Source: an optimization exercise on an open RTL-to-GDS flow (aim: small area, a short achievable clock period and few clock cycles per item). Production flows keep margins and buffers that such runs may drop. No run shown here included a check of the RTL's function; only the layout flow was run. The clock port is modelled as an ideal driver; clocking choices that lean on that would not hold on a real chip. No activity file was given, so power comes from the tool's default toggle rates.

`design.v`:
```
module sobel_gx_gy#(
    parameter p_data_bits = 8
) (
    input wire i_clk,
    input wire i_rst,
    output wire busy_out,
    input wire valid_in,
    input wire [9*p_data_bits-1:0] data_in,
    output reg valid_out,
    output reg [p_data_bits-1:0] data_out_gx,
    output reg [p_data_bits-1:0] data_out_gy
);
wire [7:0] a00 = data_in[71:64];
wire [7:0] a10 = data_in[63:56];
wire [7:0] a20 = data_in[55:48];
wire [7:0] a01 = data_in[47:40];
wire [7:0] a21 = data_in[31:24];
wire [7:0] a02 = data_in[23:16];
wire [7:0] a12 = data_in[15:8];
wire [7:0] a22 = data_in[7:0];
wire [7:0] n20 = ~a20;
wire [7:0] n21 = ~a21;
wire [7:0] n22 = ~a22;
wire [7:0] n02 = ~a02;
wire [7:0] n12 = ~a12;
assign busy_out = 1'b0;
wire tx1_s1 = a00[1] ^ a02[1] ^ a01[0];
wire tx1_c2 = (a00[1] & a02[1]) | (a00[1] & a01[0]) | (a02[1] & a01[0]);
wire tx2_s3 = a00[2] ^ a02[2] ^ a01[1];
wire tx2_c4 = (a00[2] & a02[2]) | (a00[2] & a01[1]) | (a02[2] & a01[1]);
wire tx2_s5 = n20[2] ^ n22[2];
wire tx2_c6 = n20[2] & n22[2];
wire tx3_s7 = a00[3] ^ a02[3] ^ a01[2];
wire tx3_c8 = (a00[3] & a02[3]) | (a00[3] & a01[2]) | (a02[3] & a01[2]);
wire tx3_s9 = n20[3] ^ n22[3] ^ n21[2];
wire tx3_c10 = (n20[3] & n22[3]) | (n20[3] & n21[2]) | (n22[3] & n21[2]);
wire tx4_s11 = a00[4] ^ a02[4] ^ a01[3];
wire tx4_c12 = (a00[4] & a02[4]) | (a00[4] & a01[3]) | (a02[4] & a01[3]);
wire tx4_s13 = n20[4] ^ n22[4] ^ n21[3];
wire tx4_c14 = (n20[4] & n22[4]) | (n20[4] & n21[3]) | (n22[4] & n21[3]);
wire tx5_s15 = a00[5] ^ a02[5] ^ a01[4];
wire tx5_c16 = (a00[5] & a02[5]) | (a00[5] & a01[4]) | (a02[5] & a01[4]);
wire tx5_s17 = n20[5] ^ n22[5] ^ n21[4];
wire tx5_c18 = (n20[5] & n22[5]) | (n20[5] & n21[4]) | (n22[5] & n21[4]);
wire tx6_s19 = a00[6] ^ a02[6] ^ a01[5];
wire tx6_c20 = (a00[6] & a02[6]) | (a00[6] & a01[5]) | (a02[6] & a01[5]);
wire tx6_s21 = n20[6] ^ n22[6] ^ n21[5];
wire tx6_c22 = (n20[6] & n22[6]) | (n20[6] & n21[5]) | (n22[6] & n21[5]);
wire tx7_s23 = a00[7] ^ a02[7] ^ a01[6];
wire tx7_c24 = (a00[7] & a02[7]) | (a00[7] & a01[6]) | (a02[7] & a01[6]);
wire tx7_s25 = n20[7] ^ n22[7] ^ n21[6];
wire tx7_c26 = (n20[7] & n22[7]) | (n20[7] & n21[6]) | (n22[7] & n21[6]);
wire tx0_s27 = a00[0] ^ a02[0];
wire tx0_c28 = a00[0] & a02[0];
wire tx1_s29 = n20[1] ^ n22[1] ^ n21[0];
wire tx1_c30 = (n20[1] & n22[1]) | (n20[1] & n21[0]) | (n22[1] & n21[0]);
wire tx2_s31 = n21[1] ^ tx1_c2 ^ tx2_s3;
wire tx2_c32 = (n21[1] & tx1_c2) | (n21[1] & tx2_s3) | (tx1_c2 & tx2_s3);
wire tx3_s33 = tx2_c4 ^ tx2_c6 ^ tx3_s7;
wire tx3_c34 = (tx2_c4 & tx2_c6) | (tx2_c4 & tx3_s7) | (tx2_c6 & tx3_s7);
wire tx4_s35 = tx3_c8 ^ tx3_c10 ^ tx4_s11;
wire tx4_c36 = (tx3_c8 & tx3_c10) | (tx3_c8 & tx4_s11) | (tx3_c10 & tx4_s11);
wire tx5_s37 = tx4_c12 ^ tx4_c14 ^ tx5_s15;
wire tx5_c38 = (tx4_c12 & tx4_c14) | (tx4_c12 & tx5_s15) | (tx4_c14 & tx5_s15);
wire tx6_s39 = tx5_c16 ^ tx5_c18 ^ tx6_s19;
wire tx6_c40 = (tx5_c16 & tx5_c18) | (tx5_c16 & tx6_s19) | (tx5_c18 & tx6_s19);
wire tx7_s41 = tx6_c20 ^ tx6_c22 ^ tx7_s23;
wire tx7_c42 = (tx6_c20 & tx6_c22) | (tx6_c20 & tx7_s23) | (tx6_c22 & tx7_s23);
wire tx8_s43 = a01[7] ^ n21[7] ^ tx7_c24;
wire tx8_c44 = (a01[7] & n21[7]) | (a01[7] & tx7_c24) | (n21[7] & tx7_c24);
wire ux0_s45 = rx_0_0 ^ rx_0_1;
wire ux0_c46 = rx_0_0 & rx_0_1;
wire ux1_s47 = rx_1_0 ^ rx_1_1 ^ rx_1_2;
wire ux1_c48 = (rx_1_0 & rx_1_1) | (rx_1_0 & rx_1_2) | (rx_1_1 & rx_1_2);
wire ux2_s49 = rx_2_0 ^ rx_2_1 ^ rx_2_2;
wire ux2_c50 = (rx_2_0 & rx_2_1) | (rx_2_0 & rx_2_2) | (rx_2_1 & rx_2_2);
wire ux3_s51 = rx_3_0 ^ rx_3_1 ^ rx_3_2;
wire ux3_c52 = (rx_3_0 & rx_3_1) | (rx_3_0 & rx_3_2) | (rx_3_1 & rx_3_2);
wire ux4_s53 = rx_4_0 ^ rx_4_1 ^ rx_4_2;
wire ux4_c54 = (rx_4_0 & rx_4_1) | (rx_4_0 & rx_4_2) | (rx_4_1 & rx_4_2);
wire ux5_s55 = rx_5_0 ^ rx_5_1 ^ rx_5_2;
wire ux5_c56 = (rx_5_0 & rx_5_1) | (rx_5_0 & rx_5_2) | (rx_5_1 & rx_5_2);
wire ux6_s57 = rx_6_0 ^ rx_6_1 ^ rx_6_2;
wire ux6_c58 = (rx_6_0 & rx_6_1) | (rx_6_0 & rx_6_2) | (rx_6_1 & rx_6_2);
wire ux7_s59 = rx_7_0 ^ rx_7_1 ^ rx_7_2;
wire ux7_c60 = (rx_7_0 & rx_7_1) | (rx_7_0 & rx_7_2) | (rx_7_1 & rx_7_2);
wire ux8_s61 = rx_8_0 ^ rx_8_1 ^ rx_8_2;
wire ux8_c62 = (rx_8_0 & rx_8_1) | (rx_8_0 & rx_8_2) | (rx_8_1 & rx_8_2);
wire ty1_s63 = a00[1] ^ a20[1] ^ a10[0];
wire ty1_c64 = (a00[1] & a20[1]) | (a00[1] & a10[0]) | (a20[1] & a10[0]);
wire ty2_s65 = a00[2] ^ a20[2] ^ a10[1];
wire ty2_c66 = (a00[2] & a20[2]) | (a00[2] & a10[1]) | (a20[2] & a10[1]);
wire ty2_s67 = n02[2] ^ n22[2];
wire ty2_c68 = n02[2] & n22[2];
wire ty3_s69 = a00[3] ^ a20[3] ^ a10[2];
wire ty3_c70 = (a00[3] & a20[3]) | (a00[3] & a10[2]) | (a20[3] & a10[2]);
wire ty3_s71 = n02[3] ^ n22[3] ^ n12[2];
wire ty3_c72 = (n02[3] & n22[3]) | (n02[3] & n12[2]) | (n22[3] & n12[2]);
wire ty4_s73 = a00[4] ^ a20[4] ^ a10[3];
wire ty4_c74 = (a00[4] & a20[4]) | (a00[4] & a10[3]) | (a20[4] & a10[3]);
wire ty4_s75 = n02[4] ^ n22[4] ^ n12[3];
wire ty4_c76 = (n02[4] & n22[4]) | (n02[4] & n12[3]) | (n22[4] & n12[3]);
wire ty5_s77 = a00[5] ^ a20[5] ^ a10[4];
wire ty5_c78 = (a00[5] & a20[5]) | (a00[5] & a10[4]) | (a20[5] & a10[4]);
wire ty5_s79 = n02[5] ^ n22[5] ^ n12[4];
wire ty5_c80 = (n02[5] & n22[5]) | (n02[5] & n12[4]) | (n22[5] & n12[4]);
wire ty6_s81 = a00[6] ^ a20[6] ^ a10[5];
wire ty6_c82 = (a00[6] & a20[6]) | (a00[6] & a10[5]) | (a20[6] & a10[5]);
wire ty6_s83 = n02[6] ^ n22[6] ^ n12[5];
wire ty6_c84 = (n02[6] & n22[6]) | (n02[6] & n12[5]) | (n22[6] & n12[5]);
wire ty7_s85 = a00[7] ^ a20[7] ^ a10[6];
wire ty7_c86 = (a00[7] & a20[7]) | (a00[7] & a10[6]) | (a20[7] & a10[6]);
wire ty7_s87 = n02[7] ^ n22[7] ^ n12[6];
wire ty7_c88 = (n02[7] & n22[7]) | (n02[7] & n12[6]) | (n22[7] & n12[6]);
wire ty0_s89 = a00[0] ^ a20[0];
wire ty0_c90 = a00[0] & a20[0];
wire ty1_s91 = n02[1] ^ n22[1] ^ n12[0];
wire ty1_c92 = (n02[1] & n22[1]) | (n02[1] & n12[0]) | (n22[1] & n12[0]);
wire ty2_s93 = n12[1] ^ ty1_c64 ^ ty2_s65;
wire ty2_c94 = (n12[1] & ty1_c64) | (n12[1] & ty2_s65) | (ty1_c64 & ty2_s65);
wire ty3_s95 = ty2_c66 ^ ty2_c68 ^ ty3_s69;
wire ty3_c96 = (ty2_c66 & ty2_c68) | (ty2_c66 & ty3_s69) | (ty2_c68 & ty3_s69);
wire ty4_s97 = ty3_c70 ^ ty3_c72 ^ ty4_s73;
wire ty4_c98 = (ty3_c70 & ty3_c72) | (ty3_c70 & ty4_s73) | (ty3_c72 & ty4_s73);
wire ty5_s99 = ty4_c74 ^ ty4_c76 ^ ty5_s77;
wire ty5_c100 = (ty4_c74 & ty4_c76) | (ty4_c74 & ty5_s77) | (ty4_c76 & ty5_s77);
wire ty6_s101 = ty5_c78 ^ ty5_c80 ^ ty6_s81;
wire ty6_c102 = (ty5_c78 & ty5_c80) | (ty5_c78 & ty6_s81) | (ty5_c80 & ty6_s81);
wire ty7_s103 = ty6_c82 ^ ty6_c84 ^ ty7_s85;
wire ty7_c104 = (ty6_c82 & ty6_c84) | (ty6_c82 & ty7_s85) | (ty6_c84 & ty7_s85);
wire ty8_s105 = a10[7] ^ n12[7] ^ ty7_c86;
wire ty8_c106 = (a10[7] & n12[7]) | (a10[7] & ty7_c86) | (n12[7] & ty7_c86);
wire uy0_s107 = ry_0_0 ^ ry_0_1;
wire uy0_c108 = ry_0_0 & ry_0_1;
wire uy1_s109 = ry_1_0 ^ ry_1_1 ^ ry_1_2;
wire uy1_c110 = (ry_1_0 & ry_1_1) | (ry_1_0 & ry_1_2) | (ry_1_1 & ry_1_2);
wire uy2_s111 = ry_2_0 ^ ry_2_1 ^ ry_2_2;
wire uy2_c112 = (ry_2_0 & ry_2_1) | (ry_2_0 & ry_2_2) | (ry_2_1 & ry_2_2);
wire uy3_s113 = ry_3_0 ^ ry_3_1 ^ ry_3_2;
wire uy3_c114 = (ry_3_0 & ry_3_1) | (ry_3_0 & ry_3_2) | (ry_3_1 & ry_3_2);
wire uy4_s115 = ry_4_0 ^ ry_4_1 ^ ry_4_2;
wire uy4_c116 = (ry_4_0 & ry_4_1) | (ry_4_0 & ry_4_2) | (ry_4_1 & ry_4_2);
wire uy5_s117 = ry_5_0 ^ ry_5_1 ^ ry_5_2;
wire uy5_c118 = (ry_5_0 & ry_5_1) | (ry_5_0 & ry_5_2) | (ry_5_1 & ry_5_2);
wire uy6_s119 = ry_6_0 ^ ry_6_1 ^ ry_6_2;
wire uy6_c120 = (ry_6_0 & ry_6_1) | (ry_6_0 & ry_6_2) | (ry_6_1 & ry_6_2);
wire uy7_s121 = ry_7_0 ^ ry_7_1 ^ ry_7_2;
wire uy7_c122 = (ry_7_0 & ry_7_1) | (ry_7_0 & ry_7_2) | (ry_7_1 & ry_7_2);
wire uy8_s123 = ry_8_0 ^ ry_8_1 ^ ry_8_2;
wire uy8_c124 = (ry_8_0 & ry_8_1) | (ry_8_0 & ry_8_2) | (ry_8_1 & ry_8_2);
reg valid_r;
reg rx_0_0;
reg rx_0_1;
reg rx_0_2;
reg rx_1_0;
reg rx_1_1;
reg rx_1_2;
reg rx_2_0;
reg rx_2_1;
reg rx_2_2;
reg rx_3_0;
reg rx_3_1;
reg rx_3_2;
reg rx_4_0;
reg rx_4_1;
reg rx_4_2;
reg rx_5_0;
reg rx_5_1;
reg rx_5_2;
reg rx_6_0;
reg rx_6_1;
reg rx_6_2;
reg rx_7_0;
reg rx_7_1;
reg rx_7_2;
reg rx_8_0;
reg rx_8_1;
reg rx_8_2;
reg rx_9_0;
reg ry_0_0;
reg ry_0_1;
reg ry_0_2;
reg ry_1_0;
reg ry_1_1;
reg ry_1_2;
reg ry_2_0;
reg ry_2_1;
reg ry_2_2;
reg ry_3_0;
reg ry_3_1;
reg ry_3_2;
reg ry_4_0;
reg ry_4_1;
reg ry_4_2;
reg ry_5_0;
reg ry_5_1;
reg ry_5_2;
reg ry_6_0;
reg ry_6_1;
reg ry_6_2;
reg ry_7_0;
reg ry_7_1;
reg ry_7_2;
reg ry_8_0;
reg ry_8_1;
reg ry_8_2;
reg ry_9_0;
always @(posedge i_clk) begin
    valid_r <= valid_in & ~i_rst;
    rx_0_0 <= tx0_s27;
    rx_0_1 <= n20[0];
    rx_0_2 <= n22[0];
    rx_1_0 <= tx0_c28;
    rx_1_1 <= tx1_s29;
    rx_1_2 <= tx1_s1;
    rx_2_0 <= tx1_c30;
    rx_2_1 <= tx2_s31;
    rx_2_2 <= tx2_s5;
    rx_3_0 <= tx2_c32;
    rx_3_1 <= tx3_s33;
    rx_3_2 <= tx3_s9;
    rx_4_0 <= tx3_c34;
    rx_4_1 <= tx4_s35;
    rx_4_2 <= tx4_s13;
    rx_5_0 <= tx4_c36;
    rx_5_1 <= tx5_s37;
    rx_5_2 <= tx5_s17;
    rx_6_0 <= tx5_c38;
    rx_6_1 <= tx6_s39;
    rx_6_2 <= tx6_s21;
    rx_7_0 <= tx6_c40;
    rx_7_1 <= tx7_s41;
    rx_7_2 <= tx7_s25;
    rx_8_0 <= tx7_c42;
    rx_8_1 <= tx8_s43;
    rx_8_2 <= tx7_c26;
    rx_9_0 <= tx8_c44;
    ry_0_0 <= ty0_s89;
    ry_0_1 <= n02[0];
    ry_0_2 <= n22[0];
    ry_1_0 <= ty0_c90;
    ry_1_1 <= ty1_s91;
    ry_1_2 <= ty1_s63;
    ry_2_0 <= ty1_c92;
    ry_2_1 <= ty2_s93;
    ry_2_2 <= ty2_s67;
    ry_3_0 <= ty2_c94;
    ry_3_1 <= ty3_s95;
    ry_3_2 <= ty3_s71;
    ry_4_0 <= ty3_c96;
    ry_4_1 <= ty4_s97;
    ry_4_2 <= ty4_s75;
    ry_5_0 <= ty4_c98;
    ry_5_1 <= ty5_s99;
    ry_5_2 <= ty5_s79;
    ry_6_0 <= ty5_c100;
    ry_6_1 <= ty6_s101;
    ry_6_2 <= ty6_s83;
    ry_7_0 <= ty6_c102;
    ry_7_1 <= ty7_s103;
    ry_7_2 <= ty7_s87;
    ry_8_0 <= ty7_c104;
    ry_8_1 <= ty8_s105;
    ry_8_2 <= ty7_c88;
    ry_9_0 <= ty8_c106;
end
wire [10:0] fx0 = {1'b0, ux8_c62, ux7_c60, ux6_c58, ux5_c56, ux4_c54, ux3_c52, ux2_c50, ux1_c48, ux0_c46, ux0_s45};
wire [10:0] fx1 = {1'b0, rx_9_0, ux8_s61, ux7_s59, ux6_s57, ux5_s55, ux4_s53, ux3_s51, ux2_s49, ux1_s47, rx_0_2};
wire [10:0] sx = fx0 + fx1;
wire [10:0] fy0 = {1'b0, uy8_c124, uy7_c122, uy6_c120, uy5_c118, uy4_c116, uy3_c114, uy2_c112, uy1_c110, uy0_c108, uy0_s107};
wire [10:0] fy1 = {1'b0, ry_9_0, uy8_s123, uy7_s121, uy6_s119, uy5_s117, uy4_s115, uy3_s113, uy2_s111, uy1_s109, ry_0_2};
wire [10:0] sy = fy0 + fy1;
always @(posedge i_clk) begin
    valid_out   <= valid_r & ~i_rst;
    data_out_gx <= sx[10:3];
    data_out_gy <= sy[10:3];
end
endmodule
```
`flow/run.sh`:
```
#!/bin/bash
# Standard ORFS layout with two changes:
#  - the port buffers are plain buf_1 cells instead of the resizer's default
#    pick (a 10 um2 delay buffer);
#  - after clock tree synthesis, flow/skew.tcl puts a clock buffer in front of
#    the output registers, so their clock arrives a little later.  This gives
#    the register-to-register paths that end there more time; the input paths
#    are untouched, and the output paths only lose slack.
set -euo pipefail
export BUFFER_PORTS_ARGS="-buffer_cell sky130_fd_sc_hd__buf_1"
R=orfs/results/sky130hd/sobel_gx_gy/base
bash standard.sh cts > orfs_to_cts.log 2>&1
SKEW_IN=$R/4_cts.odb SKEW_OUT=$R/4_cts_skew.odb SKEW_CELL=sky130_fd_sc_hd__clkbuf_4 \
  openroad -no_init -exit flow/skew.tcl > skew.log 2>&1
mv -f $R/4_cts_skew.odb $R/4_cts.odb
bash standard.sh finish > orfs_finish.log 2>&1
```
`flow/skew.tcl`:
```
# Delay the clock of the output registers (data_out_*, valid_out) by putting
# one clock buffer between each leaf clock net and the output registers on it.
# These registers end the pipeline's internal register-to-register paths; the
# later clock gives those paths more time and leaves the input paths alone.
set odb_in  $::env(SKEW_IN)
set odb_out $::env(SKEW_OUT)
set cell    $::env(SKEW_CELL)
read_db $odb_in
set db [ord::get_db]
set block [ord::get_db_block]
set master [$db findMaster $cell]
set groups [dict create]
foreach inst [$block getInsts] {
  set n [$inst getName]
  if {[string match {data_out_g*} $n] || [string match {valid_out*} $n]} {
    set it [$inst findITerm CLK]
    if {$it eq "NULL" || $it eq ""} { continue }
    set net [$it getNet]
    dict lappend groups [$net getName] $it
  }
}
set k 0
dict for {netname iterms} $groups {
  set net [$block findNet $netname]
  set nn [odb::dbNet_create $block "skewnet_$k"]
  $nn setSigType CLOCK
  set buf [odb::dbInst_create $block $master "skewbuf_$k"]
  # place at the centroid of the sinks
  set sx 0; set sy 0
  foreach it $iterms {
    set inst [$it getInst]
    set bb [$inst getBBox]
    set sx [expr {$sx + [$bb xMin]}]; set sy [expr {$sy + [$bb yMin]}]
    $it disconnect
    $it connect $nn
  }
  set cnt [llength $iterms]
  $buf setLocation [expr {$sx / $cnt}] [expr {$sy / $cnt}]
  $buf setPlacementStatus PLACED
  [$buf findITerm A] connect $net
  [$buf findITerm X] connect $nn
  puts "skew: buffer skewbuf_$k on $netname drives $cnt output registers"
  incr k
}
detailed_placement
check_placement
write_db $odb_out
```
`standard.sh`:
```
#!/bin/bash
# synth_recipe.tcl (not shown) runs the flow's synth.tcl, then flattens the netlist and writes it again
# the make line also repeats each setting of config.mk as NAME=value (left out here)
make -C /OpenROAD-flow-scripts/flow DESIGN_CONFIG=/design/flow/config.mk WORK_HOME=/design/flow/orfs CLKGATE_MAP_FILE= SYNTH_SCRIPT=/design/flow/synth_recipe.tcl "${@:-finish}"
```
`config.mk`:
```
export PLATFORM = sky130hd
export DESIGN_NAME = sobel_gx_gy
export DESIGN_NICKNAME = sobel_gx_gy
export VERILOG_FILES = /design/flow/design.v
export SDC_FILE = /design/flow/constraint.sdc
export NUM_CORES = 4
export LEC_CHECK = 0
export ABC_AREA = 1
export CAP_MARGIN = 20
export CORE_MARGIN = 2
export CORE_UTILIZATION = 65
export SLEW_MARGIN = 20
```
`constraint.sdc`:
```
create_clock -name core_clock -period 4.2 [get_ports {i_clk}]
set_input_delay 0.8400 -clock core_clock [delete_from_list [all_inputs] [get_ports {i_clk}]]
set_output_delay 0.8400 -clock core_clock [all_outputs]
set_load 0.01 [all_outputs]
```
==> impl_metrics.json, run 1 <==
{
  "status": "finished clean",
  "worstPathMaxFanout": 2,
  "dpl.hpwl_mm": 5.73,
  "min_path_type": "reg -> reg",
  "synth_cell_types": 19,
  "fillCellCount": 413,
  "dieHeight_um": 81.8,
  "ios": 93,
  "synth-seq-cells": 73,
  "via_count": 2684,
  "dieArea_um2": 6700,
  "post_cts_buffers": 0,
  "setup_slack_ns": 2.36,
  "reg_top3": "data_out_gx: 8 flops, data_out_gy: 8 flops",
  "ant_nets": 0,
  "post-synth-top-area-fraction": 0.371,
  "wire_per_inst_um": 11.7,
  "grt.overflow.total": 0,
  "worstPathRequired_ns": 4.44,
  "finalCritPeriodShare": 0.437,
  "timing.final.crit_period_ns": 1.84,
  "wirelength_mm": 6.80,
  "cts_max_level": 3,
  "die_w_um": 81.8,
  "synth.area.top_cells": "dfxtp_1 37%, fa_1 28%, inv_1 11%",
  "syn_nets": 557,
  "ys.flop_type": "dfxtp_1",
  "avgSynthCellArea_um2": 9.80,
  "grt_pass1_wl_mm": 11.4,
  "drv_cap": 0,
  "yosysSeqAreaShare": 0.371,
  "clk_pin_slew_worst_paths_ns": 0.07,
  "crit_path_start_kind": "input port",
  "power_density_nw_per_um2": 638,
  "antenna_found_initial": 0,
  "antenna_cells": 0,
  "grt_max_degree": 12,
  "place.gp.congestion": 0.872,
  "hold_viol": 0,
  "max_freq_mhz": 544,
  "cts_buffers": 9,
  "ys_warn_count": 1,
  "drt_iter0_drc": 75,
  "grt_pass1_vias": 2755,
  "synth_area_um2": 3940,
  "hold_buffers": 0,
  "grt_usage": 0.231,
  "start_util": 0.669,
  "maxSlewViolCount": 0,
  "p_leak_nw": 2.39,
  "cts_buffer_depth": 2,
  "tritoncts": "done",
  "nets": 655,
  "rsz0062_at_grt": "false",
  "peakVddDrop_v": 0.000442,
  "clockRootBuffer": "clkbuf_8",
  "drc_errors": 0,
  "drt-pass1-iter-count": 4,
  "power.total_mw": 2.94,
  "synth_most_common_cell": "inv_1",
  "dp.cells": 559,
  "crit_arrival_ns": 2.08,
  "yosysTopAreaCell": "dfxtp_1",
  "endpoint_kind": "flip-flop",
  "rows": 28,
  "synthTopCellsByCount": "111 x inv_1, 78 x nand2_1, 73 x dfxtp_1, 56 x fa_1, 24 x ha_1",
  "tns_ns": 0,
  "stdcell_count": 580,
  "port_buffers": 83,
  "cts-resized-gates": 0,
  "routed_via_density": 4.63,
  "path_class": "in -> reg",
  "core_um2": 5890,
  "dp_slack_ns": 2.01,
  "setup_viol": 0,
  "clock_skew_ns": 0.156,
  "clk_latency_ns": 0.47,
  "synth_edf_count": 0,
  "synth_async_sr_flop_share": 0,
  "synth_cells": 402,
  "syn2layout_area_growth_pct": 16.9,
  "clock-sinks": 73,
  "drive_above_1_share": 0.0634
}
-- stage by stage --
stage	util	cell area, um2	hold slack (ns)
after floorplan	-	3940	0.388
after global placement	0.737	4340	0.400
after detailed placement	0.737	4340	0.409
after CTS	0.776	4570	0.419
after global routing	0.782	4600	0.252
final	0.782	4600	0.248
-- layout make-up --
| cell class | instances | area (um2) | area share |
|---|---|---|---|
| multi-input combinational | 217 | 2050 | 0.446 |
| sequential | 73 | 1460 | 0.317 |
| inverter | 111 | 417 | 0.0905 |
| timing repair buffer | 83 | 312 | 0.0677 |
| clock buffer | 11 | 151 | 0.0329 |
| tap | 75 | 93.8 | 0.0204 |
| clock inverter | 5 | 77.6 | 0.0169 |
| buffer | 5 | 37.5 | 0.00815 |
-- report_power, final --
group          total (mW)  internal, mW  switching [mW]
Combinational        1.31         0.510           0.797
Clock               0.683         0.417           0.266
Sequential          0.945         0.879          0.0660
Total                2.94          1.81            1.13
-- routing by layer --
layer	global-route usage	share of wire	wire length [um]
met1	0.279	0.43	2920
met2	0.403	0.49	3340
met3	0.0407	0.058	395
met4	0.105	0.021	145
met5	0	0	0
-- cell usage in the layout (no fill, tap or decap), types with 2 or more instances in the layout --
master     instances
a21oi_1            8
o21bai_1           4
nor2_1            13
nand4_1            2
clkbuf_4           5
nand2_2            6
nand2_1           78
a21oi_2            2
clkinv_2           2
nand3b_1           2
clkbuf_8          11
dfxtp_1           73
inv_1            111
nand3_1           12
buf_1             83
o21bai_2           2
bufinv_16          2
xor2_1             4
fa_1              56
ha_1              24
nor3_1             2
-- path summary, 6_finish.rpt --
path | start | endpoint | slack, ns | cells after the start
max reg2reg | rx_6_0 | data_out_gx[6] | 2.46 | 8
min reg2reg | valid_r | valid_out | 0.25 | 2
max | data_in[50] | ry_2_1 | 2.36 | 5
min | valid_r | valid_out | 0.25 | 2
-- cell families (layout without fill, tap and decap cells) --
family	Yosys count	after routing	share of synthesized area
AO/OA/AOI/OAI	16	16	0.0280
XOR/XNOR	4	4	0.00889
adder cells (fa/ha/maj)	80	80	0.361
buffers and inverters	112	215	0.108
flip-flops	73	73	0.371
other	1	1	0.000952
AND/OR/NAND/NOR	116	116	0.123
-- worst max-delay path, stage by stage --
cell	delay, ns
buf_1	0.12
fa_1	0.55
inv_1	0.05
fa_1	0.48
inv_1	0.04
==> run 2: changes to the inputs <==
--- a/flow/run.sh
+++ b/flow/run.sh
@@ -8,6 +8,8 @@
 #    are untouched, and the output paths only lose slack.
 set -euo pipefail
 export BUFFER_PORTS_ARGS="-buffer_cell sky130_fd_sc_hd__buf_1"
+# ORFS cts.tcl arguments, plus -dont_use_dummy_load (no dummy clock loads)
+export CTS_ARGS="-sink_clustering_enable -repair_clock_nets -dont_use_dummy_load"
 R=orfs/results/sky130hd/sobel_gx_gy/base
 bash standard.sh cts > orfs_to_cts.log 2>&1
 SKEW_IN=$R/4_cts.odb SKEW_OUT=$R/4_cts_skew.odb SKEW_CELL=sky130_fd_sc_hd__clkbuf_4 \
==> run 2 against run 1 <==
  * Total power shrank 7.3%
  * Synthesized cell count unchanged
  * Combinational power about the same
  * Die area unchanged
  * Largest power group unchanged
==> impl_metrics.json, run 2 <==
{
  "status": "finished clean",
  "timing.final.crit_period_ns": 1.85,
  "clockRootBuffer": "clkbuf_8",
  "cts_max_level": 3,
  "finalCritPeriodShare": 0.440,
  "endpoint_kind": "flip-flop",
  "clk_pin_slew_worst_paths_ns": 0.07,
  "power_density_nw_per_um2": 605,
  "setup_slack_ns": 2.35,
  "setup_viol": 0,
  "rows": 28,
  "synth_edf_count": 0,
  "nets": 655,
  "dieArea_um2": 6700,
  "ys_warn_count": 1,
  "synth.area.top_cells": "dfxtp_1 37%, fa_1 28%, inv_1 11%",
  "hold_depth": 2,
  "fin_util": 0.764,
  "clock_skew_ns": 0.151,
  "hold_buffers": 0,
  "ant_nets": 0,
  "grt_pass1_wl_mm": 11.2,
  "layout_common_cells": "111 x inv_1, 83 x buf_1, 78 x nand2_1",
  "dpl.hpwl_mm": 5.73,
  "worstPathMaxFanout": 2,
  "post-synth-top-area-fraction": 0.371,
  "final_common_cell": "inv_1",
  "wirelength_mm": 6.71,
  "synthTopCellsByCount": "111 x inv_1, 78 x nand2_1, 73 x dfxtp_1, 56 x fa_1, 24 x ha_1",
  "max_freq_mhz": 541,
  "syn2layout_area_growth_pct": 14.2,
  "place.gp.congestion": 0.872,
  "synth_area_um2": 3940,
  "grt_usage": 0.228,
  "cts-resized-gates": 0,
  "ys.flop_type": "dfxtp_1",
  "tns_ns": 0,
  "dieHeight_um": 81.8,
  "grt.overflow.total": 0,
  "synth-seq-cells": 73,
  "start_util": 0.669,
  "synth_async_sr_flop_share": 0,
  "crit_arrival_ns": 2.08,
  "grt_max_degree": 12,
  "avgSynthCellArea_um2": 9.80,
  "p_leak_nw": 2.34,
  "grt_pass1_vias": 2685,
  "reg_top3": "data_out_gx: 8 flops, data_out_gy: 8 flops",
  "via_count": 2675,
  "worstPathRequired_ns": 4.43,
  "routed_via_density": 4.67,
  "ios": 93,
  "path_class": "in -> reg",
  "crit_path_start_kind": "input port",
  "r2r_cells": 8,
  "hold_viol": 0,
  "post_cts_buffers": 0,
  "yosysSeqAreaShare": 0.371,
  "antenna_found_initial": 0,
  "drt-pass1-iter-count": 4,
  "yosysTopAreaCell": "dfxtp_1",
  "clk_latency_ns": 0.45,
  "antenna_cells": 0,
  "drive_above_1_share": 0.0502,
  "drc_errors": 0,
  "dp_slack_ns": 2.01,
  "r2r_start": "ry_6_0",
  "tritoncts": "done",
  "cts_buffer_depth": 2,
  "power.total_mw": 2.72,
  "drv_cap": 0,
  "syn_nets": 557,
  "rsz0062_at_grt": "false",
  "drt_iter0_drc": 69,
  "min_path_type": "reg -> reg",
  "cts_buffers": 9,
  "min_from": "valid_r",
  "crit_path_start": "data_in[50]",
  "core_um2": 5890,
  "synth_cell_types": 19,
  "maxSlewViolCount": 0,
  "synth_most_common_cell": "inv_1",
  "synth_cells": 402,
  "port_buffers": 83,
  "die_w_um": 81.8,
  "wire_per_inst_um": 11.7,
  "clock-sinks": 73,
  "peakVddDrop_v": 0.000436
}
==> run 2: cell count changes in the layout (fill, tap and decap cells not counted), sizes merged <==
cell	delta
bufinv	-2
clkbuf	-2
clkinv	-2
clkinvlp	-1
==> run 2: cells by family after synthesis <==
kind of cell / synth area share
AND/OR/NAND/NOR: 0.123
XOR/XNOR: 0.00889
AO/OA/AOI/OAI: 0.0280
adder cells (fa/ha/maj): 0.361
buffers and inverters: 0.108
flip-flops: 0.371
other: 0.000952
==> run 2: report_power, final <==
group / switching, mW / internal, mW / total (mW)
Sequential: 0.0660 / 0.880 / 0.946
Clock: 0.230 / 0.243 / 0.473
Combinational: 0.793 / 0.509 / 1.30
==> run 2: critical path, stage by stage <==
cell,delay (ns)
buf_1,0.12
fa_1,0.55
inv_1,0.05
fa_1,0.47
inv_1,0.04
==> run 2: final cells by class <==
cell class              count  area [um2]
repair buffers             83         312
well taps                  75        93.8
flip-flops and latches     73        1460
fillers                   431        1390
plain buffers               5        37.5
clock buffers               9         124
multi-input cells         217        2050
inverters                 111         417
==> run 2: path summary, 6_finish.rpt <==
| path | endpoint | slack [ns] |
|---|---|---|
| worst min-delay path | valid_out | 0.25 |
| worst max-delay path | ry_2_1 | 2.35 |
| worst min register to register | valid_out | 0.25 |
| worst max register to register | data_out_gy[5] | 2.47 |
==> run 2: layer usage <==
layer	GRT usage	up-vias	routed length, um
met4	0.0817	0	126
met2	0.402	85	3300
met3	0.0429	12	376
li1	-	1352	-
met5	0	-	0
met1	0.279	1226	2910
==> run 2: through the flow <==
stage	std cells	hold WS, ns	area (um2)
after floorplan	402	0.388	3940
after global placement	559	0.400	4340
after detailed placement	559	0.409	4340
after CTS	568	0.417	4460
after global routing	573	0.255	4500
final	573	0.249	4500

## port drivers added, routing unchanged
How much do the figures lean on ideal ports? The routed layouts below were timed once more, with nothing changed but the port constraints.
Step 1, drivers: a clkbuf_16 drives i_clk and a buf_2 each remaining input, both assumed.
Step 2 adds t to the input delays and takes it off the output delays; t is the mean of the earliest and latest rising clock arrival at the registers after step 1. Input paths then give back, and output paths get back, about the clock's delay inside the block.
a / b / c = no drivers / after step 1 / after step 2; a / b = the first two.
run | t (ns) | slack for setup (ns) | worst hold slack (ns)
run 1 | 0.416 | 2.363 / 2.366 / 1.950 | 0.248 / 0.248 / 0.248
run 2 | 0.407 | 2.351 / 2.352 / 1.945 | 0.249 / 0.249 / 0.249
After both steps setup and hold are still met in every run listed. The setup slack of run 1, which loses most, moves by +0.003 ns with the drivers and by -0.413 ns with both steps.
